This is an optimization exercise on Yosys and OpenROAD, whose aim is small area and a short achievable clock period, not a production implementation.
Only simulation tests tie the RTL to the original design; equivalence was not proved.
Power is estimated from default activity; no workload was simulated.

**flow/design.v**
```verilog
`timescale 1ns / 1ps
module gelu_lut_module (
    input                       clk,
    input                       rst_n,
    input                       in_valid,
    input      signed [15:0]    in_data,
    output reg                  out_valid,
    output     signed [10:0]    out_data
);
    reg         v1, s1;
    reg  [9:0]  m1;
    wire [5:0]  c;
    wire [9:0]  xa = in_data[9:0];
    wire [9:0]  lowor;
    genvar gi;
    generate for (gi = 0; gi < 10; gi = gi + 1) begin : g_or
        assign lowor[gi] = |xa[gi:0];
    end endgenerate
    wire [5:0]  pos_lo = s1 ? 6'd0 : m1[5:0];
    wire [4:0]  hi     = s1 ? 5'd0 : {1'b0, m1[9:6]};
    wire [6:0]  dlo    = {1'b0, pos_lo} - {1'b0, c};
    always @(posedge clk or negedge rst_n)
        if (!rst_n) begin v1 <= 1'b0; out_valid <= 1'b0; end
        else begin v1 <= in_valid; out_valid <= v1; end
    always @(posedge clk) begin
        s1 <= in_data[10];
        m1 <= xa ^ ({10{in_data[10]}} & {lowor[8:0], 1'b0});
    end
    reg  [5:0]  lo2;
    reg         b2;
    reg  [4:0]  hi2, hm2;
    always @(posedge clk) begin
        lo2 <= dlo[5:0];
        b2  <= dlo[6];
        hi2 <= hi;
        hm2 <= hi - 5'd1;
    end
    assign out_data = {b2 ? hm2 : hi2, lo2};
    gelu_c u_c (.a(m1), .y(c));
endmodule
module gelu_c (input [9:0] a, output [5:0] y);
  wire n17, n18, n19, n20, n21, n22, n23,
    n24, n25, n26, n27, n28, n29, n30, n31,
    n32, n33, n34, n35, n37, n38, n39, n40,
    n41, n42, n43, n44, n45, n46, n47, n48,
    n49, n51, n52, n53, n54, n55, n56, n57,
    n58, n59, n60, n61, n62, n63, n64, n65,
    n66, n67, n68, n69, n70, n71, n72, n73,
    n74, n75, n76, n77, n78, n79, n80, n81,
    n82, n83, n84, n85, n86, n87, n88, n89,
    n90, n91, n92, n93, n95, n96, n97, n98,
    n99, n100, n101, n102, n103, n104, n105,
    n106, n107, n108, n109, n110, n111, n112,
    n113, n114, n115, n116, n117, n118, n119,
    n120, n121, n122, n123, n124, n125, n126,
    n127, n128, n129, n130, n131, n132, n133,
    n134, n135, n137, n138, n139, n140, n141,
    n142, n143, n144, n145, n146, n147, n148,
    n149, n150, n151, n152, n153, n154, n155,
    n156, n157, n158, n159, n160, n161, n162,
    n163, n164, n165, n166, n167, n168, n169,
    n170, n171, n172, n173, n174, n175, n176,
    n177, n178, n179, n180, n181, n182, n183,
    n184, n185, n186, n187, n188, n189, n190,
    n191, n192, n193, n194, n195, n196, n197,
    n198, n199, n200, n201, n202, n203, n205,
    n206, n207, n208, n209, n210, n211, n212,
    n213, n214, n215, n216, n217, n218, n219,
    n220, n221, n222, n223, n224, n225, n226,
    n227, n228, n229, n230, n231, n232, n233,
    n234, n235, n236, n237, n238, n239, n240,
    n241, n242, n243, n244, n245, n246, n247,
    n248, n249, n250, n251, n252, n253, n254,
    n255, n256, n257, n258, n259, n260, n261,
    n262, n263, n264, n265, n266, n267, n268,
    n269, n270, n271, n272, n273, n274, n275,
    n276, n277, n278, n279, n280, n281, n282,
    n283, n284, n285, n286, n287, n288, n289,
    n290, n291, n292, n293, n294, n295, n296,
    n297, n298, n299, n300, n301;
  assign n17 = a[8] & a[7];
  assign n18 = ~a[8] & ~a[6];
  assign n19 = a[2] & a[1];
  assign n20 = ~a[3] & ~n19;
  assign n21 = a[4] & ~n20;
  assign n22 = ~a[8] & ~n21;
  assign n23 = a[1] & a[0];
  assign n24 = ~a[3] & ~n23;
  assign n25 = ~a[2] & n24;
  assign n26 = a[4] & ~n25;
  assign n27 = a[8] & n26;
  assign n28 = ~n22 & ~n27;
  assign n29 = ~a[5] & ~n28;
  assign n30 = a[8] & a[5];
  assign n31 = ~n29 & ~n30;
  assign n32 = a[6] & ~n31;
  assign n33 = ~n18 & ~n32;
  assign n34 = ~a[7] & ~n33;
  assign n35 = ~a[9] & ~n17;
  assign y[5] = ~n34 & n35;
  assign n37 = ~a[4] & n25;
  assign n38 = a[5] & ~n37;
  assign n39 = ~a[6] & ~n38;
  assign n40 = n34 & ~n39;
  assign n41 = ~a[3] & ~a[2];
  assign n42 = ~n24 & ~n41;
  assign n43 = a[4] & n42;
  assign n44 = a[8] & ~a[5];
  assign n45 = ~n43 & n44;
  assign n46 = a[6] & ~n45;
  assign n47 = a[7] & ~n18;
  assign n48 = ~n46 & n47;
  assign n49 = ~n40 & ~n48;
  assign y[4] = ~a[9] & ~n49;
  assign n51 = ~a[2] & ~a[1];
  assign n52 = ~a[0] & n51;
  assign n53 = a[3] & ~n52;
  assign n54 = a[4] & n53;
  assign n55 = a[5] & n54;
  assign n56 = ~a[7] & n18;
  assign n57 = ~n55 & n56;
  assign n58 = a[9] & ~n57;
  assign n59 = ~a[6] & ~n30;
  assign n60 = ~a[1] & ~a[0];
  assign n61 = a[2] & ~n60;
  assign n62 = ~a[3] & ~n61;
  assign n63 = ~a[4] & n62;
  assign n64 = ~a[8] & ~n63;
  assign n65 = ~a[5] & ~n64;
  assign n66 = ~a[3] & n51;
  assign n67 = a[8] & ~n66;
  assign n68 = a[4] & n67;
  assign n69 = ~a[4] & ~a[3];
  assign n70 = n52 & n69;
  assign n71 = ~n26 & ~n70;
  assign n72 = ~a[8] & ~n71;
  assign n73 = ~a[5] & ~n68;
  assign n74 = ~n72 & n73;
  assign n75 = n65 & ~n74;
  assign n76 = n59 & ~n75;
  assign n77 = ~n46 & ~n76;
  assign n78 = a[7] & ~n77;
  assign n79 = ~a[8] & ~a[4];
  assign n80 = a[3] & n61;
  assign n81 = ~a[4] & ~n80;
  assign n82 = a[8] & ~n81;
  assign n83 = ~n79 & ~n82;
  assign n84 = ~a[5] & ~n83;
  assign n85 = a[3] & ~n51;
  assign n86 = a[4] & n85;
  assign n87 = n38 & ~n86;
  assign n88 = n59 & ~n87;
  assign n89 = ~n84 & n88;
  assign n90 = ~n32 & ~n89;
  assign n91 = ~a[7] & ~n90;
  assign n92 = ~a[9] & ~n78;
  assign n93 = ~n91 & n92;
  assign y[3] = ~n58 & ~n93;
  assign n95 = n51 & n69;
  assign n96 = ~a[5] & n95;
  assign n97 = n57 & ~n96;
  assign n98 = a[9] & ~n97;
  assign n99 = ~a[4] & ~n42;
  assign n100 = n22 & ~n99;
  assign n101 = ~a[5] & ~n27;
  assign n102 = ~n100 & n101;
  assign n103 = ~a[8] & n69;
  assign n104 = ~n68 & ~n103;
  assign n105 = a[5] & ~n104;
  assign n106 = a[6] & ~n105;
  assign n107 = ~n102 & n106;
  assign n108 = ~a[5] & ~n82;
  assign n109 = n26 & ~n53;
  assign n110 = ~a[8] & a[3];
  assign n111 = ~n109 & n110;
  assign n112 = n108 & ~n111;
  assign n113 = a[3] & n19;
  assign n114 = ~a[4] & ~n113;
  assign n115 = ~n25 & n114;
  assign n116 = ~n86 & ~n115;
  assign n117 = ~a[8] & ~n116;
  assign n118 = ~n68 & ~n117;
  assign n119 = a[5] & ~n118;
  assign n120 = ~a[6] & ~n112;
  assign n121 = ~n119 & n120;
  assign n122 = ~a[7] & ~n107;
  assign n123 = ~n121 & n122;
  assign n124 = a[4] & n80;
  assign n125 = ~a[8] & ~n124;
  assign n126 = a[5] & ~n125;
  assign n127 = ~n27 & n126;
  assign n128 = ~n75 & ~n127;
  assign n129 = ~a[6] & ~n128;
  assign n130 = ~n30 & ~n65;
  assign n131 = n46 & ~n130;
  assign n132 = a[7] & ~n131;
  assign n133 = ~n129 & n132;
  assign n134 = ~a[9] & ~n123;
  assign n135 = ~n133 & n134;
  assign y[2] = n98 | n135;
  assign n137 = a[9] & ~a[7];
  assign n138 = a[6] & ~a[5];
  assign n139 = n125 & n138;
  assign n140 = a[5] & ~n54;
  assign n141 = ~a[2] & ~n23;
  assign n142 = a[3] & ~n141;
  assign n143 = a[4] & n142;
  assign n144 = ~a[8] & ~n95;
  assign n145 = ~n143 & n144;
  assign n146 = ~a[5] & ~n145;
  assign n147 = n59 & ~n140;
  assign n148 = ~n146 & n147;
  assign n149 = ~n139 & ~n148;
  assign n150 = n137 & ~n149;
  assign n151 = a[8] & n37;
  assign n152 = ~n20 & ~n113;
  assign n153 = ~n99 & n152;
  assign n154 = ~a[8] & ~n153;
  assign n155 = n101 & ~n154;
  assign n156 = a[5] & n104;
  assign n157 = ~n72 & n156;
  assign n158 = ~n155 & ~n157;
  assign n159 = ~n151 & ~n158;
  assign n160 = a[6] & ~n159;
  assign n161 = ~a[4] & a[2];
  assign n162 = a[4] & ~n62;
  assign n163 = ~n19 & n53;
  assign n164 = n162 & ~n163;
  assign n165 = ~n161 & ~n164;
  assign n166 = ~a[8] & ~n165;
  assign n167 = n108 & ~n166;
  assign n168 = a[4] & n66;
  assign n169 = ~a[0] & n66;
  assign n170 = ~a[4] & ~n169;
  assign n171 = a[8] & ~n168;
  assign n172 = ~n170 & n171;
  assign n173 = ~n41 & ~n85;
  assign n174 = a[4] & ~n173;
  assign n175 = ~a[3] & ~n141;
  assign n176 = ~n19 & ~n175;
  assign n177 = ~a[4] & ~n176;
  assign n178 = ~a[8] & ~n174;
  assign n179 = ~n177 & n178;
  assign n180 = a[5] & ~n172;
  assign n181 = ~n179 & n180;
  assign n182 = ~a[6] & ~n181;
  assign n183 = ~n167 & n182;
  assign n184 = ~a[7] & ~n183;
  assign n185 = ~n160 & n184;
  assign n186 = ~n74 & ~n127;
  assign n187 = a[8] & n95;
  assign n188 = ~n186 & ~n187;
  assign n189 = ~a[6] & ~n188;
  assign n190 = n64 & ~n162;
  assign n191 = a[3] & a[2];
  assign n192 = ~a[4] & ~n191;
  assign n193 = a[5] & ~n192;
  assign n194 = ~n190 & n193;
  assign n195 = ~n43 & ~n63;
  assign n196 = a[8] & ~n195;
  assign n197 = n65 & ~n196;
  assign n198 = a[6] & ~n194;
  assign n199 = ~n197 & n198;
  assign n200 = a[7] & ~n199;
  assign n201 = ~n189 & n200;
  assign n202 = ~a[9] & ~n185;
  assign n203 = ~n201 & n202;
  assign y[1] = n150 | n203;
  assign n205 = a[5] & n26;
  assign n206 = ~a[4] & ~n85;
  assign n207 = ~a[5] & ~n206;
  assign n208 = ~n124 & n207;
  assign n209 = ~n205 & ~n208;
  assign n210 = a[6] & ~n209;
  assign n211 = n140 & ~n206;
  assign n212 = ~n66 & n114;
  assign n213 = ~a[5] & ~n143;
  assign n214 = ~n212 & n213;
  assign n215 = ~n211 & ~n214;
  assign n216 = ~a[6] & ~n215;
  assign n217 = ~a[8] & n137;
  assign n218 = ~n210 & n217;
  assign n219 = ~n216 & n218;
  assign n220 = n81 & ~n175;
  assign n221 = a[5] & ~n109;
  assign n222 = ~n220 & n221;
  assign n223 = ~a[0] & n69;
  assign n224 = ~n19 & ~n51;
  assign n225 = ~n223 & ~n224;
  assign n226 = ~a[2] & n223;
  assign n227 = ~a[5] & ~n225;
  assign n228 = ~n226 & n227;
  assign n229 = ~a[8] & ~n228;
  assign n230 = ~n222 & n229;
  assign n231 = ~a[5] & ~n25;
  assign n232 = ~n142 & n231;
  assign n233 = ~n85 & ~n169;
  assign n234 = ~a[4] & ~n233;
  assign n235 = ~n143 & ~n168;
  assign n236 = ~n234 & n235;
  assign n237 = n87 & n236;
  assign n238 = a[8] & ~n232;
  assign n239 = ~n237 & n238;
  assign n240 = a[6] & ~n230;
  assign n241 = ~n239 & n240;
  assign n242 = ~n61 & n85;
  assign n243 = ~n60 & n174;
  assign n244 = ~n43 & ~n243;
  assign n245 = ~n242 & ~n244;
  assign n246 = ~n19 & ~n141;
  assign n247 = ~n60 & ~n246;
  assign n248 = ~a[3] & ~n247;
  assign n249 = a[3] & ~n246;
  assign n250 = ~a[4] & ~n249;
  assign n251 = ~n248 & n250;
  assign n252 = ~a[8] & ~n251;
  assign n253 = ~n245 & n252;
  assign n254 = a[8] & ~n236;
  assign n255 = ~n253 & ~n254;
  assign n256 = a[5] & ~n255;
  assign n257 = ~a[4] & ~a[1];
  assign n258 = ~a[2] & n53;
  assign n259 = a[2] & n60;
  assign n260 = n24 & ~n259;
  assign n261 = ~n113 & ~n260;
  assign n262 = ~n258 & n261;
  assign n263 = a[4] & ~n262;
  assign n264 = ~a[8] & ~n257;
  assign n265 = ~n263 & n264;
  assign n266 = n82 & n195;
  assign n267 = ~a[5] & ~n187;
  assign n268 = ~n266 & n267;
  assign n269 = ~n265 & n268;
  assign n270 = ~a[6] & ~n269;
  assign n271 = ~n256 & n270;
  assign n272 = ~a[7] & ~n241;
  assign n273 = ~n271 & n272;
  assign n274 = ~n62 & n114;
  assign n275 = ~n43 & ~n274;
  assign n276 = a[8] & ~n275;
  assign n277 = n65 & ~n276;
  assign n278 = ~n169 & n192;
  assign n279 = ~n43 & ~n278;
  assign n280 = a[8] & ~n279;
  assign n281 = ~n190 & ~n280;
  assign n282 = a[5] & ~n281;
  assign n283 = a[6] & ~n277;
  assign n284 = ~n282 & n283;
  assign n285 = n67 & ~n85;
  assign n286 = ~n53 & n170;
  assign n287 = ~a[8] & ~n26;
  assign n288 = ~n286 & n287;
  assign n289 = ~a[5] & ~n285;
  assign n290 = ~n288 & n289;
  assign n291 = n26 & ~n191;
  assign n292 = ~n66 & n206;
  assign n293 = ~n291 & ~n292;
  assign n294 = a[8] & ~n293;
  assign n295 = n126 & ~n294;
  assign n296 = ~a[6] & ~n290;
  assign n297 = ~n295 & n296;
  assign n298 = a[7] & ~n284;
  assign n299 = ~n297 & n298;
  assign n300 = ~a[9] & ~n299;
  assign n301 = ~n273 & n300;
  assign y[0] = n219 | n301;
endmodule
```
**flow/flow/run.sh**
```bash
#!/bin/bash
set -euo pipefail
args=()
while IFS= read -r line || [[ -n "$line" ]]; do
  [[ -z "$line" || "$line" == \#* ]] && continue
  args+=("$line")
done < flow/make_args.txt
bash standard.sh "${args[@]}" finish > run_make.log 2>&1
```
**flow/flow/make_args.txt**
```
ADDER_MAP_FILE=
BUFFER_PORTS_ARGS=-buffer_cell sky130_fd_sc_hd__buf_1
CTS_ARGS=-sink_clustering_enable -repair_clock_nets -dont_use_dummy_load
```
**flow/standard.sh**
```bash
#!/bin/bash
# synth_recipe.tcl (not shown) runs the flow's synth.tcl, then flattens the netlist and writes it again
# the make line also repeats each setting of config.mk as NAME=value (left out here)
make -C /OpenROAD-flow-scripts/flow DESIGN_CONFIG=/design/flow/config.mk WORK_HOME=/design/flow/orfs CLKGATE_MAP_FILE= SYNTH_SCRIPT=/design/flow/synth_recipe.tcl "${@:-finish}"
```
**flow/config.mk**
```make
export PLATFORM = sky130hd
export DESIGN_NAME = gelu_lut_module
export DESIGN_NICKNAME = gelu_lut_module
export VERILOG_FILES = /design/flow/design.v
export SDC_FILE = /design/flow/constraint.sdc
export NUM_CORES = 4
export LEC_CHECK = 0
export ABC_AREA = 1
export CAP_MARGIN = 70
export CORE_MARGIN = 2
export CORE_UTILIZATION = 40
export SETUP_SLACK_MARGIN = 2.55
export SLEW_MARGIN = 70
export TNS_END_PERCENT = 5
```
**flow/constraint.sdc**
```tcl
create_clock -name core_clock -period 5.0 [get_ports {clk}]
set_input_delay 1.0000 -clock core_clock [delete_from_list [all_inputs] [get_ports {clk}]]
set_output_delay 1.0000 -clock core_clock [all_outputs]
set_load 0.01 [all_outputs]
```
==> notes.md, run 1 <==
- Final RePlAce weighted congestion: 0.918
- RSZ-0062 raised after global routing: false
- Clk sinks: 29
- Clk slew on worst S/H paths: 60 ps
- Multiplexer share of the synthesized area: 0.0191
- R2r startpoint: m1[4]
- Row cnt: 27
- Die width: 80.7 um
- Final Setup Violations: 0
- DRC: 0
- Top_reg_cell synth: dfxtp_1
- Max clock buf depth: 2
- Fin crit share: 0.456
- PD cells: 333 nW/um^2
- CP endpoint kind: flip-flop
- CTS Hold Bufs: 0
- Syn Inst Count: 413
- Hold Violations, Final: 0
- Hold Startpoint: v1
- Via count: 2659
- WHS Path Cells: 0
- Yosys warnings: 1
- Setup TNS: 0 ps
- Total GRT Usage: 0.216
- Hold Crit Class: flip-flop to flip-flop
- Antenna-violating nets left: 0
- Post-Synth Adder-Cell Area: 0
- Synthesized cell area: 2350 sq um
- I/O Pins: 31
- Async set or reset register ratio after synthesis: 0.0690
- Number of enable flip-flop cells after synthesis: 0
- Crit path time final: 2280 ps
- Nets: 450
- Max Cap Violations: 0
- Status: no timing/DRC/antenna violations
- Initial Util: 0.420
- Synth Area in Compound Gates: 0.0872
- CP startpoint kind: flip-flop
- Hold slack: 364 ps
- Crit-path max FO: 22
- Clk Tree Root Cell: clkbuf_8
- Syn_nets: 432
- HPWL after DPL: 4800 um
- Final wirelength: 6370 um
- Simple-Gate Fraction of Synth Area: 0.506
- Number of diodes: 0
- First-pass GRT wire length: 11100 um
- Synth Area in XOR/XNOR: 0.0447
- Peak Freq: 0.439 GHz
- Clock Skews: 16.8 ps
- Reg2reg path depth: 16
- Number of CTS-inserted buffers: 5
- Setup CP Type: flip-flop to flip-flop
- Vias/cell: 5.31
- Area Growth Syn to Fin: 10.6%
- Largest net degree at the start of global routing: 24
- Pins Over Slew Limit: 0
- Yosys reg bits: 29
- Die area: 6510 sq um
- Worst EP arrival: 2500 ps
- CTS tree: done
- Drt initial violations: 262
- VDD IR max: 0.170 mV
- Core footprint: 5610 sq um
- Critical path origin: m1[4]
- CTS H-tree lvls: 2
- Seq/Total Area, Yosys: 0.251
- Vias in the first global route: 2421
- Worst-Skew Late Latency: 280 ps
- Routed length per instance: 12.7 um
- Die height: 80.7 um
- FILL cells: 627
- Mapped Avg Cell Area: 5.70 sq um
- Detailed Routing Iterations Pass 1: 5
- Worst EP required: 5220 ps
- Main combinational cell family by area after synthesis: simple AND/OR/NAND/NOR gates
- Static Leak: 1.30 nW
- Synth unique cells: 30
- Actual slew at the worst max-slew pin: 370 ps
- Initial antenna violation count: 0
- Fraction of layout cells with a size suffix above 1: 0.100
- Port bufs: 25
- Global route overflow: 0
- Slew headroom: 0.753
## path summary, 6_finish.rpt
path                              to  slack, ps
min reg2reg                out_valid        360
max in group asynchronous         v1       4380
min in group asynchronous  out_valid        500
max reg2reg                   lo2[5]       2720
max                           lo2[5]       2720
min                        out_valid        360
## per-stage QoR
step	total power, mW	area [sq um]	setup slack, ps	util	std cells
CTS	0.861	2540	2610	0.454	501
floorplan	0.600	2350	2900	-	413
detailed placement	0.690	2470	2600	0.441	496
global placement	0.688	2470	2000	0.440	496
global route	0.949	2600	2550	0.464	501
finish	0.867	2600	2720	0.464	501
## where the power goes
group	internal, mW	leakage (nW)	switching (mW)
Sequential	0.274	0.252	0.0462
Combinational	0.135	1.01	0.247
Clock	0.0890	0.0359	0.0755
## kinds of logic (layout without fill, tap and decap cells)
| kind of cell | after synthesis | after routing |
|---|---|---|
| and+or+nand+nor | 278 | 278 |
| buffers and inverters | 53 | 69 |
| AOI/OAI and AO/OA | 37 | 37 |
| DFF | 29 | 29 |
| xor gates and xnor gates | 12 | 12 |
| muxes | 4 | 4 |
## registers in the layout, indices dropped and copies added, names as in the netlist
name	flops
lo2	6
hi2	4
b2	1
s1	1
out_valid	1
v1	1
hm2	5
m1	10
## area by class of cell
cell class              instances  area (sq um)  area share
flip-flops and latches         29           609       0.234
clock buffers                   5          68.8      0.0264
multi-input cells             331          1580       0.607
inverters                      39           160      0.0615
repair buffers                 25          93.8      0.0361
well taps                      72          90.1      0.0346
## synthesized netlist by cell type (3+ instances only)
library cell    n  share of area
nand3b_1        5          0.016
nand2_2         5          0.013
dfxtp_1        27           0.23
a21oi_1        13          0.028
nand4_1         6          0.016
nand3_1        55           0.12
nand3_2         3          0.013
buf_2           9          0.019
inv_1          31          0.049
nor2_1         46          0.073
xnor2_1         7          0.026
nand2_1       154           0.25
mux2_2          4          0.019
inv_2           6         0.0096
xor2_1          5          0.019
o21ai_0        13          0.028
o21ai_1         3         0.0064
## layer usage
layer,global-route usage,vias up,share of wire
met4,0.0814,0,0.019
met3,0.0360,11,0.069
met2,0.335,114,0.45
met5,0,-,0
met1,0.301,1176,0.46
li1,-,1358,-
## timing repair
action | CTS | global route
buffers inserted | 0 | 0
setup endpoints to repair | 0 | 4
resized for setup | 0 | 20
## critical path, stage by stage (launching register included)
cell and delay [ps]:
dfxtp_4 510, inv_4 140, a21oi_1 250, nand2_1 120, nand2_1 80, nand2_1 60
nand3_1 80, nand3_1 80, nand3_1 170, nand2_1 90, nand2_2 100, nand2_1 110
inv_2 80, nand4_1 130, nand2_1 110, nand3_1 60, nand2_1 70
## cells in the final DEF, fill, tap and decap left out, drive strengths merged
cell	count
a31oi	2
mux2	4
dfxtp	27
buf	25
o2111ai	1
dfrtp	2
nor3	2
o31ai	2
o211ai	2
nor2	47
clkinvlp	1
a21oi	13
xor2	5
nand2	159
or2	1
nand4	6
inv	38
xnor2	7
clkbuf	5
o21ai	16
nand3b	5
nand3	58
o32ai	1
==> run 2: changes to the inputs <==
--- a/flow/config.mk
+++ b/flow/config.mk
@@ -7,8 +7,8 @@
 export LEC_CHECK = 0
 export ABC_AREA = 1
-export CAP_MARGIN = 70
+export CAP_MARGIN = 50
 export CORE_MARGIN = 2
 export CORE_UTILIZATION = 40
-export SETUP_SLACK_MARGIN = 2.55
+export SETUP_SLACK_MARGIN = 2.65
 export SLEW_MARGIN = 70
 export TNS_END_PERCENT = 5
==> notes.md, run 2 <==
- CTS Hold Bufs: 0 (unchanged)
- Setup CP Type: flip-flop to primary output (was flip-flop to flip-flop)
- Synthesized cell area: 2350 sq um (unchanged)
- Number of enable flip-flop cells after synthesis: 0 (unchanged)
- Die height: 80.7 um (unchanged)
- Most common cell in the netlist: nand2_1 (unchanged)
- Yosys reg bits: 29 (unchanged)
- Clock Skews: 16.7 ps (was 16.8 ps)
- Drt initial violations: 289 (was 262)
- FILL cells: 624 (was 627)
- Largest net degree at the start of global routing: 24 (unchanged)
- Number of diodes: 0 (unchanged)
- Finished Core Util: 0.478 (was 0.464)
- Final wirelength: 6640 um (was 6370 um)
- Setup TNS: 0 ps (unchanged)
- Port bufs: 25 (unchanged)
- Fin crit share: 0.438 (was 0.456)
- Synth top cells by count: nand2_1, nand3_1, nor2_1 (unchanged)
- Max clock buf depth: 2 (unchanged)
- Pins Over Slew Limit: 0 (unchanged)
- Mapped Avg Cell Area: 5.70 sq um (unchanged)
- Max reg flops: 10 (unchanged)
- Clk slew on worst S/H paths: 60 ps (about the same)
- Synth unique cells: 30 (unchanged)
- CP startpoint kind: flip-flop (unchanged)
- Die width: 80.7 um (unchanged)
- Global route overflow: 0 (unchanged)
- Status: no timing/DRC/antenna violations (unchanged)
- Post-Synth Adder-Cell Area: 0 (unchanged)
- Multiplexer share of the synthesized area: 0.0191 (unchanged)
- CTS tree: done (unchanged)
- Synth Area in Compound Gates: 0.0872 (unchanged)
- Commonest non-fill, non-tap cell in the layout: nand2_1 (unchanged)
- Actual slew at the worst max-slew pin: 366 ps (was 370 ps)
- Syn_nets: 432 (unchanged)
- Syn Inst Count: 413 (unchanged)
- PD cells: 330 nW/um^2 (was 333 nW/um^2)
- Worst EP arrival: 1190 ps (was 2500 ps)
- Worst-Skew Late Latency: 270 ps (was 280 ps)
- DRC: 0 (unchanged)
- Detailed Routing Iterations Pass 1: 5 (unchanged)
- Row cnt: 27 (unchanged)
- Total GRT Usage: 0.218 (was 0.216)
- Cell count after placement: 496 (unchanged)
- Clk Tree Root Cell: clkbuf_8 (unchanged)
- Async set or reset register ratio after synthesis: 0.0690 (unchanged)
- Vias/cell: 5.26 (was 5.31)
- Initial Util: 0.420 (unchanged)
- Hold Violations, Final: 0 (unchanged)
- Top_reg_cell synth: dfxtp_1 (unchanged)
- Clk sinks: 29 (unchanged)
- Synth Area in XOR/XNOR: 0.0447 (unchanged)
- VDD IR max: 0.171 mV (was 0.170 mV)
- Routed length per instance: 13.2 um (was 12.7 um)
- Final RePlAce weighted congestion: 0.918 (unchanged)
- Largest registers: m1 x10, lo2 x6, hm2 x5 (unchanged)
- Number of CTS-inserted buffers: 5 (unchanged)
- Hold Crit Class: flip-flop to flip-flop (unchanged)
- Vias in the first global route: 2423 (was 2421)
- Post-Layout Cell Count: 504 (was 501)
- Post-synth top area cell: nand2_1 (unchanged)
- Worst EP required: 4000 ps (was 5220 ps)
- Antenna-violating nets left: 0 (unchanged)
- Initial antenna violation count: 0 (unchanged)
- Area Growth Syn to Fin: 13.8% (was 10.6%)
- Synth area leaders: nand2_1, dfxtp_1, nand3_1, nor2_1, inv_1 (unchanged)
- First-pass GRT wire length: 11200 um (was 11100 um)
- Seq/Total Area, Yosys: 0.251 (unchanged)
- Static Leak: 1.33 nW (was 1.30 nW)
- I/O Pins: 31 (unchanged)
- Core footprint: 5610 sq um (unchanged)
- Hold slack: 364 ps (about the same)
- Crit-path max FO: 5 (was 22)
- Slew headroom: 0.756 (was 0.753)
- Max Cap Violations: 0 (unchanged)
- Area share of the largest cell type after synthesis: 0.246 (unchanged)
- Crit path time final: 2190 ps (was 2280 ps)
- Design Power: 884 uW (was 867 uW)
- CP endpoint kind: primary output (was flip-flop)
- Commonest non-fill, non-tap cells in the layout: nand2_1, nand3_1, nor2_1 (unchanged)
- Yosys warnings: 1 (unchanged)
- RSZ-0062 raised after global routing: true (was false)
- Simple-Gate Fraction of Synth Area: 0.506 (unchanged)
- Main combinational cell family by area after synthesis: simple AND/OR/NAND/NOR gates (unchanged)
- Reg with most FFs: m1 (unchanged)
- Final Setup Violations: 0 (unchanged)
- Via count: 2650 (was 2659)
- Fraction of layout cells with a size suffix above 1: 0.134 (was 0.100)
- Peak Freq: 0.456 GHz (was 0.439 GHz)
- Nets: 453 (was 450)
- Die area: 6510 sq um (unchanged)
- HPWL after DPL: 4800 um (unchanged)
- CTS H-tree lvls: 2 (unchanged)
[run 2: path summary, 6_finish.rpt]
kind | to | cells after the start | slack [ps] | from
hold reg to reg | out_valid | 0 | 360 | v1
hold / removal | out_valid | 0 | 360 | v1
setup / recovery | out_data[8] | 2 | 2810 | b2
max in group asynchronous | v1 | 1 | 4380 | rst_n
setup reg to reg | lo2[4] | 17 | 2870 | m1[2]
min in group asynchronous | out_valid | 1 | 500 | rst_n
[run 2: where the power goes]
group,leakage (nW),switching (mW),internal [mW]
registers,0.253,0.0431,0.274
clock network,0.0359,0.0752,0.0890
logic,1.04,0.261,0.142
total,1.33,0.379,0.505
[run 2: critical path: stages, from the launching register on]
cell and delay [ps]:
dfxtp_1 430, mux2_2 360, buf_1 130
[run 2: layout make-up]
type                    count  area [sq um]  area share
flip-flops and latches     29           616       0.230
repair buffers             28           116      0.0434
inverters                  39           165      0.0617
clock buffers               5          68.8      0.0257
multi-input cells         331          1620       0.606
well taps                  72          90.1      0.0336
[run 2: per-stage QoR]
stage / cell area [sq um] / setup WS [ps]
6_report: 2680 / 2810
3_5_place_dp: 2470 / 2600
2_1_floorplan: 2350 / 2900
5_1_grt: 2680 / 2610
3_3_place_gp: 2470 / 2000
4_1_cts: 2550 / 2710
[run 2: layer usage]
layer / wire, um / GRT usage / part of all wire
met5: 0 / 0 / 0
met4: 142 / 0.0797 / 0.021
met3: 525 / 0.0427 / 0.079
met2: 2970 / 0.337 / 0.45
met1: 3000 / 0.300 / 0.45
[run 2: logic make-up after synthesis]
logic type | after synthesis
compound gates | 37
xor+xnor | 12
buf+inv | 53
flops | 29
mux | 4
simple gates | 278
[run 2: what timing repair did]
item | in CTS | in global routing
endpoints found under the hold margin | 0 | 0
setup buffers | 0 | 3
pin swaps | 0 | 1
endpoints found under the setup margin | 3 | 5
gates resized for setup | 4 | 36
==> run 3: changes to the inputs <==
--- a/flow/config.mk
+++ b/flow/config.mk
@@ -7,5 +7,5 @@
 export LEC_CHECK = 0
 export ABC_AREA = 1
-export CAP_MARGIN = 50
+export CAP_MARGIN = 85
 export CORE_MARGIN = 2
 export CORE_UTILIZATION = 40
==> notes.md, run 3 <==
- Design Power: 880 uW (was 884 uW)
- Top_reg_cell synth: dfxtp_1 (unchanged)
- Status: no timing/DRC/antenna violations (unchanged)
- Final wirelength: 6440 um (was 6640 um)
- Yosys reg bits: 29 (unchanged)
- Post-synth top area cell: nand2_1 (unchanged)
- FILL cells: 637 (was 624)
- Hold slack: 360 ps (was 364 ps)
- Worst-Skew Late Latency: 280 ps (was 270 ps)
- Cell count after placement: 514 (was 496)
- Clk sinks: 29 (unchanged)
- Commonest non-fill, non-tap cells in the layout: nand2_1, nand3_1, nor2_1 (unchanged)
- Multiplexer share of the synthesized area: 0.0191 (unchanged)
- Async set or reset register ratio after synthesis: 0.0690 (unchanged)
- CP startpoint kind: flip-flop (unchanged)
- Vias/cell: 5.21 (was 5.26)
- Setup CP Type: flip-flop to flip-flop (was flip-flop to primary output)
- Worst EP required: 5220 ps (was 4000 ps)
- Max reg flops: 10 (unchanged)
- Syn_nets: 432 (unchanged)
- Die width: 80.7 um (unchanged)
- Setup TNS: 0 ps (unchanged)
- PD cells: 325 nW/um^2 (was 330 nW/um^2)
- Port bufs: 25 (unchanged)
- Antenna-violating nets left: 0 (unchanged)
- Post-Synth Adder-Cell Area: 0 (unchanged)
- CP endpoint kind: flip-flop (was primary output)
- Yosys warnings: 1 (unchanged)
- Number of diodes: 0 (unchanged)
- Final RePlAce weighted congestion: 0.918 (unchanged)
- Syn Inst Count: 413 (unchanged)
- Clk Tree Root Cell: clkbuf_8 (unchanged)
- Number of enable flip-flop cells after synthesis: 0 (unchanged)
- Commonest non-fill, non-tap cell in the layout: nand2_1 (unchanged)
- Synth unique cells: 30 (unchanged)
- Nets: 469 (was 453)
- Number of CTS-inserted buffers: 5 (unchanged)
- Crit-path max FO: 10 (was 5)
- WHS Path Cells: 0 (unchanged)
- CTS tree: done (unchanged)
- Static Leak: 1.38 nW (was 1.33 nW)
- Reg2reg path depth: 17 (unchanged)
- Simple-Gate Fraction of Synth Area: 0.506 (unchanged)
- Slew headroom: 0.834 (was 0.756)
- Via count: 2708 (was 2650)
- Row cnt: 27 (unchanged)
- Synthesized cell area: 2350 sq um (unchanged)
- Initial Util: 0.420 (unchanged)
- Worst EP arrival: 2600 ps (was 1190 ps)
- Synth top cells by count: nand2_1, nand3_1, nor2_1 (unchanged)
- Mapped Avg Cell Area: 5.70 sq um (unchanged)
- Hold Crit Class: flip-flop to flip-flop (unchanged)
- Synth Area in XOR/XNOR: 0.0447 (unchanged)
- Fraction of layout cells with a size suffix above 1: 0.123 (was 0.134)
- Pins Over Slew Limit: 0 (unchanged)
- Core footprint: 5610 sq um (unchanged)
- Largest registers: m1 x10, lo2 x6, hm2 x5 (unchanged)
- Hold Violations, Final: 0 (unchanged)
- Reg with most FFs: m1 (unchanged)
- Final Setup Violations: 0 (unchanged)
- Seq/Total Area, Yosys: 0.251 (unchanged)
- Total GRT Usage: 0.218 (about the same)
- Post-route setup slack: 2620 ps (was 2810 ps)
- Max Cap Violations: 0 (unchanged)
- Synth Area in Compound Gates: 0.0872 (unchanged)
- Area share of the largest cell type after synthesis: 0.246 (unchanged)
- Peak Freq: 0.420 GHz (was 0.456 GHz)
- Crit path time final: 2380 ps (was 2190 ps)
- Synth area leaders: nand2_1, dfxtp_1, nand3_1, nor2_1, inv_1 (unchanged)
- Routed length per instance: 12.4 um (was 13.2 um)
- Clock Skews: 13.3 ps (was 16.7 ps)
- Largest net degree at the start of global routing: 20 (was 24)
- Area of the multi-input gates: 1570 sq um (was 1620 sq um)
- First-pass GRT wire length: 11200 um (about the same)
- RSZ-0062 raised after global routing: true (unchanged)
- VDD IR max: 0.171 mV (about the same)
- Most common cell in the netlist: nand2_1 (unchanged)
- Global route overflow: 0 (unchanged)
- Actual slew at the worst max-slew pin: 246 ps (was 366 ps)
- I/O Pins: 31 (unchanged)
- HPWL after DPL: 5210 um (was 4800 um)
- Max clock buf depth: 2 (unchanged)
- Drt initial violations: 197 (was 289)
- Die height: 80.7 um (unchanged)
- Die area: 6510 sq um (unchanged)
- Initial antenna violation count: 0 (unchanged)
- Area Growth Syn to Fin: 15.0% (was 13.8%)
- Clk slew on worst S/H paths: 50 ps (was 60 ps)
- Post-Layout Cell Count: 520 (was 504)
- CTS H-tree lvls: 2 (unchanged)
- DRC: 0 (unchanged)
- Vias in the first global route: 2442 (was 2423)
- Fin crit share: 0.476 (was 0.438)
- Placement Setup Slack: 2530 ps (was 2600 ps)
- Detailed Routing Iterations Pass 1: 5 (unchanged)
- FF+latch area: 606 sq um (was 616 sq um)
- Main combinational cell family by area after synthesis: simple AND/OR/NAND/NOR gates (unchanged)
run 3: cell type report:
cell class	instances	area share
Timing Repair Buffer	44	0.0841
Sequential cell	29	0.224
Multi-Input combinational cell	331	0.579
Clock buffer	5	0.0254
Tap cell	72	0.0333
Inverter	39	0.0546
run 3: path summary, 6_finish.rpt:
kind                       startpoint  slack, ps   endpoint
hold reg to reg                    v1        360  out_valid
setup / recovery                m1[5]       2620     lo2[5]
min in group asynchronous       rst_n        500  out_valid
setup reg to reg                m1[5]       2620     lo2[5]
hold / removal                     v1        360  out_valid
max in group asynchronous       rst_n       4380         v1
run 3: per-layer routing:
metal  track usage  share of wire  up-vias
met5             0              0        -
met3        0.0371          0.056       14
met2         0.351           0.44       97
met4        0.0797          0.024        0
li1              -              -     1399
met1         0.294           0.48     1198
run 3: worst max-delay path: stages, from the launching register on:
cell,delay [ps]
dfxtp_4,390
buf_6,150
clkinv_2,150
buf_6,180
nor2_1,160
buf_1,160
nand2_1,70
nand3_1,90
nand3_1,80
nand3_1,160
nand2_1,80
nand2_2,100
nand2_1,110
inv_2,80
nand4_1,140
nand2_1,110
nand3_1,60
nand2_1,60
run 3: through the flow:
stage	cell area, sq um	utilization
after floorplan	2350	-
after global placement	2470	0.440
after detailed placement	2600	0.463
after CTS	2670	0.477
after global routing	2710	0.483
final	2710	0.483
run 3: cell families after synthesis:
group,after synthesis
multiplexers,4
AND/OR/NAND/NOR,278
XOR/XNOR,12
AO/OA/AOI/OAI,37
buffers and inverters,53
flip-flops,29
run 3: timing repair:
item	CTS	global route
setup endpoints to repair	4	7
buffers inserted	0	0
gates resized for setup	6	9
hold buffers	0	0
run 3: power by group:
group / switching [mW] / leakage (nW) / internal [mW]
logic: 0.266 / 1.09 / 0.149
clock network: 0.0746 / 0.0359 / 0.0889
registers: 0.0273 / 0.252 / 0.274
==> run 4: changes to the inputs <==
--- a/flow/config.mk
+++ b/flow/config.mk
@@ -7,8 +7,8 @@
 export LEC_CHECK = 0
 export ABC_AREA = 1
-export CAP_MARGIN = 85
+export CAP_MARGIN = 65
 export CORE_MARGIN = 2
 export CORE_UTILIZATION = 40
 export SETUP_SLACK_MARGIN = 2.65
-export SLEW_MARGIN = 70
+export SLEW_MARGIN = 65
 export TNS_END_PERCENT = 5
==> notes.md, run 4 <==
- Status: no timing/DRC/antenna violations (unchanged)
- Reg2reg path depth: 14 (was 17)
- Setup CP Type: flip-flop to primary output (was flip-flop to flip-flop)
- Clk Tree Root Cell: clkbuf_8 (unchanged)
- WHS Path Cells: 0 (unchanged)
- Main combinational cell family by area after synthesis: simple AND/OR/NAND/NOR gates (unchanged)
- Nets: 469 (unchanged)
- Die width: 80.7 um (unchanged)
- Largest registers: m1 x10, lo2 x6, hm2 x5 (unchanged)
- CTS H-tree lvls: 2 (unchanged)
- PD cells: 325 nW/um^2 (about the same)
- Core footprint: 5610 sq um (unchanged)
- Row cnt: 27 (unchanged)
- Antenna-violating nets left: 0 (unchanged)
- Hold Violations, Final: 0 (unchanged)
- Worst EP required: 4000 ps (was 5220 ps)
- FILL cells: 621 (was 637)
- Async set or reset register ratio after synthesis: 0.0690 (unchanged)
- VDD IR max: 0.167 mV (was 0.171 mV)
- Peak Freq: 0.456 GHz (was 0.420 GHz)
- Crit-path max FO: 5 (was 10)
- Port bufs: 25 (unchanged)
- Die height: 80.7 um (unchanged)
- Clk slew on worst S/H paths: 60 ps (was 50 ps)
- CTS tree: done (unchanged)
- Yosys reg bits: 29 (unchanged)
- Area share of the largest cell type after synthesis: 0.246 (unchanged)
- Clock Skews: 16.6 ps (was 13.3 ps)
- Max Cap Violations: 0 (unchanged)
- Synth Area in XOR/XNOR: 0.0447 (unchanged)
- Mapped Avg Cell Area: 5.70 sq um (unchanged)
- Initial antenna violation count: 0 (unchanged)
- Post-route setup slack: 2810 ps (was 2620 ps)
- Max clock buf depth: 2 (unchanged)
- Worst-Skew Late Latency: 280 ps (about the same)
- RSZ-0062 raised after global routing: true (unchanged)
- Area Growth Syn to Fin: 20.3% (was 15.0%)
- Area of the multi-input gates: 1660 sq um (was 1570 sq um)
- Commonest non-fill, non-tap cell in the layout: nand2_1 (unchanged)
- Vias/cell: 5.34 (was 5.21)
- Drt initial violations: 298 (was 197)
- Syn Inst Count: 413 (unchanged)
- Synthesized cell area: 2350 sq um (unchanged)
- CP endpoint kind: primary output (was flip-flop)
- Syn_nets: 432 (unchanged)
- Worst EP arrival: 1190 ps (was 2600 ps)
- Pins Over Slew Limit: 0 (unchanged)
- Total GRT Usage: 0.222 (was 0.218)
- Detailed Routing Iterations Pass 1: 5 (unchanged)
- Commonest non-fill, non-tap cells in the layout: nand2_1, nand3_1, nor2_1 (unchanged)
- Number of CTS-inserted buffers: 5 (unchanged)
- Fin crit share: 0.438 (was 0.476)
- Initial Util: 0.420 (unchanged)
- Placement Setup Slack: 2460 ps (was 2530 ps)
- I/O Pins: 31 (unchanged)
- Reg with most FFs: m1 (unchanged)
- Hold Path End: out_valid (unchanged)
- Hold Crit Class: flip-flop to flip-flop (unchanged)
- DRC: 0 (unchanged)
- Synth unique cells: 30 (unchanged)
- Fraction of layout cells with a size suffix above 1: 0.190 (was 0.123)
- Hold slack: 365 ps (was 360 ps)
- Vias in the first global route: 2451 (was 2442)
- Number of diodes: 0 (unchanged)
- Synth Area in Compound Gates: 0.0872 (unchanged)
- Clk sinks: 29 (unchanged)
- Static Leak: 1.40 nW (was 1.38 nW)
- FF-to-FF End: lo2[5] (unchanged)
- HPWL after DPL: 4880 um (was 5210 um)
- Post-Synth Adder-Cell Area: 0 (unchanged)
- R2r startpoint: m1[5] (unchanged)
- Global route overflow: 0 (unchanged)
- Final Setup Violations: 0 (unchanged)
- Top_reg_cell synth: dfxtp_1 (unchanged)
- Final wirelength: 7000 um (was 6440 um)
- Max reg flops: 10 (unchanged)
- Post-synth top area cell: nand2_1 (unchanged)
- Crit path time final: 2190 ps (was 2380 ps)
- Routed length per instance: 13.5 um (was 12.4 um)
- Hold Startpoint: v1 (unchanged)
- Final RePlAce weighted congestion: 0.918 (unchanged)
- Via count: 2775 (was 2708)
- Reg2reg setup slack: 2860 ps (was 2620 ps)
- Synth area leaders: nand2_1, dfxtp_1, nand3_1, nor2_1, inv_1 (unchanged)
- Yosys warnings: 1 (unchanged)
- First-pass GRT wire length: 11400 um (was 11200 um)
- Actual slew at the worst max-slew pin: 377 ps (was 246 ps)
- Setup TNS: 0 ps (unchanged)
- CP startpoint kind: flip-flop (unchanged)
- Synth top cells by count: nand2_1, nand3_1, nor2_1 (unchanged)
- CTS Hold Bufs: 0 (unchanged)
- FF+latch area: 613 sq um (was 606 sq um)
- Slew headroom: 0.748 (was 0.834)
- Die area: 6510 sq um (unchanged)
- Most common cell in the netlist: nand2_1 (unchanged)
- Multiplexer share of the synthesized area: 0.0191 (unchanged)
- Simple-Gate Fraction of Synth Area: 0.506 (unchanged)
- Number of enable flip-flop cells after synthesis: 0 (unchanged)
- Largest net degree at the start of global routing: 24 (was 20)
- Seq/Total Area, Yosys: 0.251 (unchanged)
run 4: cell counts after synthesis:
Identical to the previous run, type by type.
run 4: area by class of cell:
| cell class | instances | share of cell area |
|---|---|---|
| tap | 72 | 0.0318 |
| sequential | 29 | 0.217 |
| timing repair buffer | 44 | 0.0836 |
| clock buffer | 5 | 0.0243 |
| multi-input combinational | 331 | 0.585 |
| inverter | 39 | 0.0588 |
run 4: metrics by stage:
step           cells  cell area [sq um]   util  power [mW]
2_1_floorplan    413               2350      -       0.600
3_3_place_gp     496               2470  0.440       0.688
3_5_place_dp     496               2470  0.441       0.691
4_1_cts          509               2620  0.467       0.874
5_1_grt          520               2830  0.505       0.998
6_report         520               2830  0.505       0.919
run 4: worst max path at each step:
stage	from	to	slack (ps)
6_report	b2	out_data[8]	2810
5_1_grt	m1[2]	lo2[4]	2630
4_1_cts	m1[5]	b2	2660
3_5_place_dp	m1[8]	b2	2460
3_3_place_gp	m1[8]	lo2[5]	2000
2_1_floorplan	in_data[1]	m1[9]	2900
run 4: report_power, final:
part | switching [mW] | internal, mW | total, mW
Sequential | 0.0404 | 0.274 | 0.315
Clock | 0.0761 | 0.0890 | 0.165
Combinational | 0.276 | 0.164 | 0.440
Total | 0.392 | 0.527 | 0.919
run 4: cell families (layout without fill, tap and decap cells):
kind of cell / after synthesis / after routing
AOI/OAI and AO/OA: 37 / 37
xor gates and xnor gates: 12 / 12
DFF: 29 / 29
muxes: 4 / 4
and+or+nand+nor: 278 / 278
buffers and inverters: 53 / 88
run 4: critical path: stages (launching register included):
cell     delay, ps
dfxtp_1        430
mux2_2         360
buf_1          130
run 4: what timing repair did:
item	4_1_cts	5_1_grt
hold endpoints to repair	0	0
setup buffers	8	11
resized for setup	7	44
pin swaps	0	4
setup endpoints to repair	5	5
run 4: routing by layer:
layer  wire (um)  up-vias  global-route usage
li1            -     1399                   -
met1        3140     1223               0.306
met4         182        0              0.0559
met2        3120      133               0.360
met3         558       20              0.0360
met5           0        -                   0
==> run 5: changes to the inputs <==
--- a/flow/config.mk
+++ b/flow/config.mk
@@ -7,8 +7,8 @@
 export LEC_CHECK = 0
 export ABC_AREA = 1
-export CAP_MARGIN = 65
+export CAP_MARGIN = 70
 export CORE_MARGIN = 2
-export CORE_UTILIZATION = 40
+export CORE_UTILIZATION = 45
 export SETUP_SLACK_MARGIN = 2.65
-export SLEW_MARGIN = 65
+export SLEW_MARGIN = 70
 export TNS_END_PERCENT = 5
==> notes.md, run 5 <==
- Actual slew at the worst max-slew pin: 363 ps (was 377 ps)
- CP endpoint kind: primary output (unchanged)
- Static Leak: 1.36 nW (was 1.40 nW)
- Final Cell Area: 2720 sq um (was 2830 sq um)
- Commonest non-fill, non-tap cells in the layout: nand2_1, nand3_1, nor2_1 (unchanged)
- Area share of the largest cell type after synthesis: 0.246 (unchanged)
- Max Cap Violations: 0 (unchanged)
- Peak Freq: 0.456 GHz (about the same)
- Commonest non-fill, non-tap cell in the layout: nand2_1 (unchanged)
- Row cnt: 26 (was 27)
- Final RePlAce weighted congestion: 0.947 (was 0.918)
- Max clock buf depth: 2 (unchanged)
- CP startpoint kind: flip-flop (unchanged)
- Mapped Avg Cell Area: 5.70 sq um (unchanged)
- Critical path origin: b2 (unchanged)
- Setup CP Type: flip-flop to primary output (unchanged)
- Slew headroom: 0.758 (was 0.748)
- Worst-Skew Late Latency: 280 ps (about the same)
- VDD IR max: 0.183 mV (was 0.167 mV)
- Crit path time final: 2190 ps (about the same)
- Worst EP required: 4000 ps (about the same)
- Synth top cells by count: nand2_1, nand3_1, nor2_1 (unchanged)
- CTS H-tree lvls: 2 (unchanged)
- Status: no timing/DRC/antenna violations (unchanged)
- Post-Layout Cell Count: 509 (was 520)
- Top layer in use: met4 (unchanged)
- Largest registers: m1 x10, lo2 x6, hm2 x5 (unchanged)
- Reg with most FFs: m1 (unchanged)
- Pins Over Slew Limit: 0 (unchanged)
- Synthesized cell area: 2350 sq um (unchanged)
- PD cells: 327 nW/um^2 (was 325 nW/um^2)
- Number of enable flip-flop cells after synthesis: 0 (unchanged)
- Syn Inst Count: 413 (unchanged)
- Max reg flops: 10 (unchanged)
- Fraction of layout cells with a size suffix above 1: 0.139 (was 0.190)
- R2r startpoint: m1[1] (was m1[5])
- Number of diodes: 0 (unchanged)
- Yosys warnings: 1 (unchanged)
- DRT met1 WL: 3090 um (was 3140 um)
- Clk Tree Root Cell: clkbuf_8 (unchanged)
- Top_reg_cell synth: dfxtp_1 (unchanged)
- Cell count after placement: 496 (unchanged)
- Core footprint: 5070 sq um (was 5610 sq um)
- Die width: 76.3 um (was 80.7 um)
- Via count: 2739 (was 2775)
- DRC: 0 (unchanged)
- Nets: 460 (was 469)
- Detailed Routing Iterations Pass 1: 5 (unchanged)
- Fin crit share: 0.438 (about the same)
- CTS tree: done (unchanged)
- Vias/cell: 5.38 (was 5.34)
- Vias in the first global route: 2337 (was 2451)
- HPWL after DPL: 4880 um (about the same)
- Syn_nets: 432 (unchanged)
- FILL cells: 558 (was 621)
- Clock Skews: 19.9 ps (was 16.6 ps)
- Hold Startpoint: v1 (unchanged)
- Initial Util: 0.464 (was 0.420)
- Number of CTS-inserted buffers: 5 (unchanged)
- Seq/Total Area, Yosys: 0.251 (unchanged)
- Metal3 WL: 468 um (was 558 um)
- Worst EP arrival: 1190 ps (about the same)
- Initial antenna violation count: 0 (unchanged)
- First-pass GRT wire length: 11300 um (was 11400 um)
- Die area: 5820 sq um (was 6510 sq um)
- Final Setup Violations: 0 (unchanged)
- Post-synth top area cell: nand2_1 (unchanged)
- Area Growth Syn to Fin: 15.5% (was 20.3%)
- Clk slew on worst S/H paths: 60 ps (about the same)
- Crit-path max FO: 5 (unchanged)
- Drt initial violations: 300 (was 298)
- Yosys reg bits: 29 (unchanged)
- Clk sinks: 29 (unchanged)
- Synth area leaders: nand2_1, dfxtp_1, nand3_1, nor2_1, inv_1 (unchanged)
- RSZ-0062 raised after global routing: true (unchanged)
- Met2 routed WL: 2970 um (was 3120 um)
- I/O Pins: 31 (unchanged)
- Async set or reset register ratio after synthesis: 0.0690 (unchanged)
- Hold Violations, Final: 0 (unchanged)
- Post-DP Area: 2480 sq um (was 2470 sq um)
- Total GRT Usage: 0.236 (was 0.222)
- Setup TNS: 0 ps (unchanged)
- Global route overflow: 0 (unchanged)
- Routed length per instance: 13.1 um (was 13.5 um)
- CTS Hold Bufs: 0 (unchanged)
- Synth unique cells: 30 (unchanged)
- Largest net degree at the start of global routing: 24 (unchanged)
- Port bufs: 25 (unchanged)
- Hold Crit Class: flip-flop to flip-flop (unchanged)
- Final wirelength: 6660 um (was 7000 um)
- Die height: 76.3 um (was 80.7 um)
- Most common cell in the netlist: nand2_1 (unchanged)
- Antenna-violating nets left: 0 (unchanged)
run 5: metrics by stage:
stage / power (mW) / setup slack, ps / utilization / hold slack (ps)
after detailed placement: 0.694 / 2600 / 0.489 / 336
after global routing: 0.965 / 2640 / 0.536 / 375
after floorplan: 0.600 / 2900 / - / 331
after global placement: 0.692 / 2080 / 0.488 / 340
after CTS: 0.859 / 2650 / 0.504 / 358
final: 0.889 / 2810 / 0.536 / 351
run 5: power breakdown:
group	leakage, nW	switching [mW]	internal, mW
sequential	0.252	0.0350	0.274
combinational	1.07	0.270	0.150
clock	0.0359	0.0714	0.0886
run 5: cells by family (layout without fill, tap and decap cells):
family,Yosys count,in the layout,share of synthesized area
xor+xnor,12,12,0.0447
compound gates,37,37,0.0872
buf+inv,53,79,0.0925
simple gates,278,278,0.506
flops,29,29,0.251
mux,4,4,0.0191
run 5: worst paths after layout:
check	slack (ps)	end	cells after the start
worst max-delay path	2810	out_data[8]	2
worst min register to register	350	out_valid	0
max in group asynchronous	4380	out_valid	1
worst max register to register	2820	b2	16
min in group asynchronous	500	v1	1
worst min-delay path	350	out_valid	0
run 5: per-layer routing:
metal,vias to the layer above,global-route usage
li1,1385,-
met1,1211,0.343
met2,128,0.351
met3,15,0.0462
met4,0,0.0709
met5,-,0
run 5: layout make-up:
class,instances,area (sq um),share of cell area
clock buffers,5,68.8,0.0253
inverters,39,163,0.0599
multi-input cells,331,1610,0.593
flip-flops and latches,29,608,0.224
well taps,70,87.6,0.0322
repair buffers,35,180,0.0663
run 5: what timing repair did:
action	4_1_cts	5_1_grt
pin swaps	0	1
buffers inserted	0	8
gates resized for setup	2	36
setup endpoints to repair	2	5
run 5: critical path, stage by stage, from the launching register on:
cell and delay [ps]:
dfxtp_1 430, mux2_2 360, buf_1 120
==> run 6: changes to the inputs <==
--- a/flow/config.mk
+++ b/flow/config.mk
@@ -9,5 +9,5 @@
 export CAP_MARGIN = 70
 export CORE_MARGIN = 2
-export CORE_UTILIZATION = 45
+export CORE_UTILIZATION = 35
 export SETUP_SLACK_MARGIN = 2.65
 export SLEW_MARGIN = 70
==> notes.md, run 6 <==
- HPWL after DPL: 4960 um (was 4880 um)
- Commonest non-fill, non-tap cell in the layout: nand2_1 (unchanged)
- CP endpoint kind: flip-flop (was primary output)
- CTS Hold Bufs: 0 (unchanged)
- Cell count after placement: 502 (was 496)
- Row cnt: 29 (was 26)
- Setup CP Type: flip-flop to flip-flop (was flip-flop to primary output)
- Mapped Avg Cell Area: 5.70 sq um (unchanged)
- CTS tree: done (unchanged)
- Total GRT Usage: 0.187 (was 0.236)
- Placement Setup Slack: 2570 ps (was 2600 ps)
- Static Leak: 1.35 nW (was 1.36 nW)
- Crit-path max FO: 10 (was 5)
- VDD IR max: 0.170 mV (was 0.183 mV)
- Area of the multi-input gates: 1630 sq um (was 1610 sq um)
- Pins Over Slew Limit: 0 (unchanged)
- Antenna-violating nets left: 0 (unchanged)
- Fraction of layout cells with a size suffix above 1: 0.140 (was 0.139)
- Largest registers: m1 x10, lo2 x6, hm2 x5 (unchanged)
- Seq/Total Area, Yosys: 0.251 (unchanged)
- Detailed Routing Iterations Pass 1: 6 (was 5)
- Fin crit share: 0.444 (was 0.438)
- Slew headroom: 0.744 (was 0.758)
- Worst EP required: 5170 ps (was 4000 ps)
- Peak Freq: 0.450 GHz (was 0.456 GHz)
- Status: no timing/DRC/antenna violations (unchanged)
- Port bufs: 25 (unchanged)
- Clk sinks: 29 (unchanged)
- Syn Inst Count: 413 (unchanged)
- Drt initial violations: 307 (was 300)
- Hold Crit Class: flip-flop to flip-flop (unchanged)
- Clk slew on worst S/H paths: 60 ps (about the same)
- I/O Pins: 31 (unchanged)
- RSZ-0062 raised after global routing: true (unchanged)
- Post-route setup slack: 2780 ps (was 2810 ps)
- Top_reg_cell synth: dfxtp_1 (unchanged)
- Worst EP arrival: 2390 ps (was 1190 ps)
- Final RePlAce weighted congestion: 0.941 (was 0.947)
- Setup TNS: 0 ps (unchanged)
- Routed length per instance: 13.2 um (was 13.1 um)
- Reg with most FFs: m1 (unchanged)
- Die height: 86 um (was 76.3 um)
- Area share of the largest cell type after synthesis: 0.246 (unchanged)
- DRC: 0 (unchanged)
- Synth unique cells: 30 (unchanged)
- FF+latch area: 611 sq um (was 608 sq um)
- Synth area leaders: nand2_1, dfxtp_1, nand3_1, nor2_1, inv_1 (unchanged)
- Synthesized cell area: 2350 sq um (unchanged)
- Hold Violations, Final: 0 (unchanged)
- Initial antenna violation count: 0 (unchanged)
- Max clock buf depth: 2 (unchanged)
- Number of diodes: 0 (unchanged)
- Final Setup Violations: 0 (unchanged)
- Clk Tree Root Cell: clkbuf_8 (unchanged)
- First-pass GRT wire length: 11200 um (was 11300 um)
- Number of enable flip-flop cells after synthesis: 0 (unchanged)
- Yosys warnings: 1 (unchanged)
- Clock Skews: 12.5 ps (was 19.9 ps)
- Post-synth top area cell: nand2_1 (unchanged)
- Final wirelength: 6760 um (was 6660 um)
- Vias/cell: 5.38 (about the same)
- CP startpoint kind: flip-flop (unchanged)
- Area Growth Syn to Fin: 16.2% (was 15.5%)
- Largest net degree at the start of global routing: 24 (unchanged)
- Synth top cells by count: nand2_1, nand3_1, nor2_1 (unchanged)
- Syn_nets: 432 (unchanged)
- Initial Util: 0.366 (was 0.464)
- Worst-Skew Late Latency: 270 ps (was 280 ps)
- Vias in the first global route: 2457 (was 2337)
- Crit path time final: 2220 ps (was 2190 ps)
- Via count: 2760 (was 2739)
- Commonest non-fill, non-tap cells in the layout: nand2_1, nand3_1, nor2_1 (unchanged)
- Actual slew at the worst max-slew pin: 384 ps (was 363 ps)
- Number of CTS-inserted buffers: 5 (unchanged)
- Die width: 86 um (was 76.3 um)
- Die area: 7400 sq um (was 5820 sq um)
- Most common cell in the netlist: nand2_1 (unchanged)
- PD cells: 329 nW/um^2 (was 327 nW/um^2)
- Global route overflow: 0 (unchanged)
- FILL cells: 672 (was 558)
- Async set or reset register ratio after synthesis: 0.0690 (unchanged)
- CTS H-tree lvls: 2 (unchanged)
- Nets: 457 (was 460)
- Max Cap Violations: 0 (unchanged)
- Yosys reg bits: 29 (unchanged)
- Max reg flops: 10 (unchanged)
- Core footprint: 6420 sq um (was 5070 sq um)
- Post-Layout Cell Count: 513 (was 509)
run 6: cell types whose count changed in the layout (fill, tap and decap cells not counted), sizes merged:
cell      previous run  this run
buf                 35        32
clkinv               0         2
clkinvlp             1         0
inv                 38        37
run 6: area by class of cell:
class	count	share of cell area
timing repair buffer	32	0.0627
multi-input combinational	331	0.594
clock buffer	5	0.0252
sequential	29	0.223
inverter	39	0.0595
tap	77	0.0352
run 6: worst paths after layout:
| path | startpoint | endpoint | slack (ps) | depth (start not counted) |
|---|---|---|---|---|
| max | m1[3] | lo2[4] | 2780 | 17 |
| min | v1 | out_valid | 350 | 0 |
| max reg2reg | m1[3] | lo2[4] | 2780 | 17 |
| min reg2reg | v1 | out_valid | 350 | 0 |
| max in group asynchronous | rst_n | out_valid | 4380 | 1 |
| min in group asynchronous | rst_n | v1 | 500 | 1 |
run 6: through the flow:
step | hold WS, ps | total power [mW] | cell area [sq um] | util
2_1_floorplan | 331 | 0.600 | 2350 | -
6_report | 354 | 0.899 | 2740 | 0.426
5_1_grt | 369 | 0.975 | 2740 | 0.426
4_1_cts | 356 | 0.865 | 2560 | 0.399
3_5_place_dp | 340 | 0.696 | 2480 | 0.387
3_3_place_gp | 343 | 0.691 | 2480 | 0.386
run 6: cell families after synthesis:
logic type | Yosys count | synth area share
muxes | 4 | 0.0191
and+or+nand+nor | 278 | 0.506
AOI/OAI and AO/OA | 37 | 0.0872
DFF | 29 | 0.251
buffers and inverters | 53 | 0.0925
xor gates and xnor gates | 12 | 0.0447
run 6: power breakdown:
part	total, mW	switching, mW	internal, mW
clock network	0.163	0.0738	0.0890
registers	0.314	0.0397	0.274
logic	0.423	0.270	0.153
total	0.899	0.384	0.515
run 6: critical path, stage by stage (launching register included):
cell and delay, ps:
dfxtp_4 400, buf_12 140, nor2_4 190, nand2_2 100, nand2_1 90, nand2_1 80
a21oi_1 120, nor2_1 60, nor2_1 200, nor2_1 60, nand2_1 80, nand2_1 70
nand2_2 110, nand3_2 110, nand2_1 100, nand2_1 70, nand3b_1 80, nand2_1 50
run 6: what timing repair did:
action / CTS / global route
endpoints found under the setup margin: 4 / 5
resized for setup: 5 / 37
setup buffers: 0 / 6
hold endpoints to repair: 0 / 0
pin swaps: 0 / 2
run 6: per-layer routing:
layer / wire [um] / global-route usage / up-vias
li1: - / - / 1377
met1: 3000 / 0.253 / 1230
met2: 3050 / 0.300 / 137
met3: 567 / 0.0337 / 16
met4: 142 / 0.0635 / 0
met5: 0 / 0 / -
==> run 7: changes to the inputs <==
==> flow/flow/make_args.txt (replaced) <==
ADDER_MAP_FILE=
BUFFER_PORTS_ARGS=-buffer_cell sky130_fd_sc_hd__buf_1
CTS_ARGS=-sink_clustering_enable -repair_clock_nets -dont_use_dummy_load
CTS_ARGS=-buf_list sky130_fd_sc_hd__clkbuf_8 -root_buf sky130_fd_sc_hd__clkbuf_8 -dont_use_dummy_load
--- a/flow/config.mk
+++ b/flow/config.mk
@@ -9,5 +9,5 @@
 export CAP_MARGIN = 70
 export CORE_MARGIN = 2
-export CORE_UTILIZATION = 35
+export CORE_UTILIZATION = 40
 export SETUP_SLACK_MARGIN = 2.65
 export SLEW_MARGIN = 70
==> notes.md, run 7 <==
- Hold Violations, Final: 0 (unchanged)
- Max reg flops: 10 (unchanged)
- CP max-delay cell: dfxtp_1 (was dfxtp_4)
- Crit path time final: 2190 ps (was 2220 ps)
- Static Leak: 1.33 nW (was 1.35 nW)
- RSZ-0062 raised after global routing: true (unchanged)
- Commonest non-fill, non-tap cell in the layout: nand2_1 (unchanged)
- Final Setup Violations: 0 (unchanged)
- Routed length per instance: 13.2 um (about the same)
- Synth top cells by count: nand2_1, nand3_1, nor2_1 (unchanged)
- Largest net degree at the start of global routing: 24 (unchanged)
- Final RePlAce weighted congestion: 0.918 (was 0.941)
- Clk sinks: 29 (unchanged)
- CP endpoint kind: primary output (was flip-flop)
- Post-synth top area cell: nand2_1 (unchanged)
- Synthesized cell area: 2350 sq um (unchanged)
- Peak Freq: 0.456 GHz (was 0.450 GHz)
- Pins Over Slew Limit: 0 (unchanged)
- Commonest non-fill, non-tap cells in the layout: nand2_1, nand3_1, nor2_1 (unchanged)
- Nets: 453 (was 457)
- Area share of the largest cell type after synthesis: 0.246 (unchanged)
- DRC: 0 (unchanged)
- HPWL after DPL: 4800 um (was 4960 um)
- Die height: 80.7 um (was 86 um)
- Syn Inst Count: 413 (unchanged)
- CTS H-tree lvls: 2 (unchanged)
- Number of diodes: 0 (unchanged)
- First-pass GRT wire length: 11200 um (about the same)
- Synth area leaders: nand2_1, dfxtp_1, nand3_1, nor2_1, inv_1 (unchanged)
- Top_reg_cell synth: dfxtp_1 (unchanged)
- WHS Path Cells: 0 (unchanged)
- Total GRT Usage: 0.218 (was 0.187)
- Status: no timing/DRC/antenna violations (unchanged)
- Synth unique cells: 30 (unchanged)
- Vias in the first global route: 2423 (was 2457)
- FILL cells: 624 (was 672)
- Hold Crit Class: flip-flop to flip-flop (unchanged)
- VDD IR max: 0.171 mV (was 0.170 mV)
- Global route overflow: 0 (unchanged)
- Largest registers: m1 x10, lo2 x6, hm2 x5 (unchanged)
- I/O Pins: 31 (unchanged)
- Reg with most FFs: m1 (unchanged)
- Port bufs: 25 (unchanged)
- Crit path cell chain: mux2_2 -> buf_1 (was buf_12 -> nor2_4 -> nand2_2 -> nand2_1 -> nand2_1 -> a21oi_1 -> nor2_1 -> nor2_1 -> nor2_1 -> nand2_1 -> nand2_1 -> nand2_2 -> nand3_2 -> nand2_1 -> nand2_1 -> nand3b_1 -> nand2_1)
- Number of CTS-inserted buffers: 5 (unchanged)
- Worst EP arrival: 1190 ps (was 2390 ps)
- Yosys reg bits: 29 (unchanged)
- PD cells: 330 nW/um^2 (was 329 nW/um^2)
- Initial Util: 0.420 (was 0.366)
- Mapped Avg Cell Area: 5.70 sq um (unchanged)
- Max Cap Violations: 0 (unchanged)
- Setup TNS: 0 ps (unchanged)
- Crit-path max FO: 5 (was 10)
- Reg2reg path depth: 17 (unchanged)
- Async set or reset register ratio after synthesis: 0.0690 (unchanged)
- Vias/cell: 5.26 (was 5.38)
- CTS tree: done (unchanged)
- Detailed Routing Iterations Pass 1: 5 (was 6)
- Via count: 2650 (was 2760)
- Fin crit share: 0.438 (was 0.444)
- CP startpoint kind: flip-flop (unchanged)
- Syn_nets: 432 (unchanged)
- Row cnt: 27 (was 29)
- Initial antenna violation count: 0 (unchanged)
- Fraction of layout cells with a size suffix above 1: 0.134 (was 0.140)
- Number of enable flip-flop cells after synthesis: 0 (unchanged)
- Max clock buf depth: 2 (unchanged)
- Drt initial violations: 289 (was 307)
- Clk Tree Root Cell: clkbuf_8 (unchanged)
- Worst EP required: 4000 ps (was 5170 ps)
- Clk slew on worst S/H paths: 60 ps (about the same)
- Slew headroom: 0.756 (was 0.744)
- Area Growth Syn to Fin: 13.8% (was 16.2%)
- Most common cell in the netlist: nand2_1 (unchanged)
- Antenna-violating nets left: 0 (unchanged)
- Core footprint: 5610 sq um (was 6420 sq um)
- Seq/Total Area, Yosys: 0.251 (unchanged)
- Clock Skews: 16.7 ps (was 12.5 ps)
- Actual slew at the worst max-slew pin: 366 ps (was 384 ps)
- Worst-Skew Late Latency: 270 ps (about the same)
- Final wirelength: 6640 um (was 6760 um)
- CP max stage delay: 430 ps (was 400 ps)
- Die width: 80.7 um (was 86 um)
- Die area: 6510 sq um (was 7400 sq um)
- Setup CP Type: flip-flop to primary output (was flip-flop to flip-flop)
- Design Power: 884 uW (was 899 uW)
- Yosys warnings: 1 (unchanged)
-- run 7: cell counts after synthesis --
No cell type changed its count.
-- run 7: area by class of cell --
class	instances	area (sq um)	share of cell area
Sequential cell	29	616	0.230
Multi-Input combinational cell	331	1620	0.606
Clock buffer	5	68.8	0.0257
Tap cell	72	90.1	0.0336
Inverter	39	165	0.0617
Timing Repair Buffer	28	116	0.0434
-- run 7: through the flow --
step | util | cell area, sq um | setup slack [ps] | hold slack [ps] | instances
after detailed placement | 0.441 | 2470 | 2600 | 340 | 496
after floorplan | - | 2350 | 2900 | 331 | 413
after global placement | 0.440 | 2470 | 2000 | 341 | 496
after global routing | 0.478 | 2680 | 2610 | 365 | 504
after CTS | 0.455 | 2550 | 2710 | 364 | 501
final | 0.478 | 2680 | 2810 | 364 | 504
-- run 7: timing repair --
| action | in CTS | in global routing |
|---|---|---|
| buffers inserted | 0 | 3 |
| hold buffers | 0 | 0 |
| resized for setup | 4 | 36 |
| setup endpoints to repair | 3 | 5 |
| pin swaps | 0 | 1 |
-- run 7: report_power, final --
| group | switching [mW] | internal, mW |
|---|---|---|
| clock network | 0.0752 | 0.0890 |
| registers | 0.0431 | 0.274 |
| logic | 0.261 | 0.142 |
-- run 7: metal layers --
metal	track usage	wire, um	up-vias
met5	0	0	-
met4	0.0797	142	0
met3	0.0427	525	13
met2	0.337	2970	118
met1	0.300	3000	1154
li1	-	-	1365
-- run 7: cell families (layout without fill, tap and decap cells) --
group	Yosys count	after routing	synth area share
AND/OR/NAND/NOR	278	278	0.506
buffers and inverters	53	72	0.0925
AO/OA/AOI/OAI	37	37	0.0872
flip-flops	29	29	0.251
XOR/XNOR	12	12	0.0447
multiplexers	4	4	0.0191
-- run 7: critical path: cells and delay by family, from the launching register on --
family | cells | cell delay (ps)
muxes | 1 | 360
buffers and inverters | 1 | 130
DFF | 1 | 430
-- run 7: worst paths after layout --
kind / from / end / slack [ps]
min reg2reg: v1 / out_valid / 360
min in group asynchronous: rst_n / out_valid / 500
max: b2 / out_data[8] / 2810
max in group asynchronous: rst_n / v1 / 4380
min: v1 / out_valid / 360
max reg2reg: m1[2] / lo2[4] / 2870

-- separate check: timing with driven ports --
Ports are ideal in the flow. The routed layouts listed here were re-timed in OpenROAD. Step 1, drivers: a clkbuf_16 drives clk and a buf_2 each remaining input, both assumed. Step 2 also shifts input and output timing later by t, the mid clock arrival at the registers, as if the neighbouring blocks saw the same clock. Three values: no drivers, after step 1, after step 2; two values: the first two.
run	shift t [ns]	slack for setup (ns)
run 1	0.294	2.721 / 2.721 / 2.625
run 2	0.293	2.809 / 2.781 / 2.627
run 3	0.299	2.618 / 2.618 / 2.618
run 4	0.296	2.808 / 2.780 / 2.635
run 5	0.295	2.809 / 2.783 / 2.653
run 6	0.295	2.778 / 2.778 / 2.679
run 7	0.293	2.809 / 2.781 / 2.627
After both steps setup and hold are still met in every run listed.
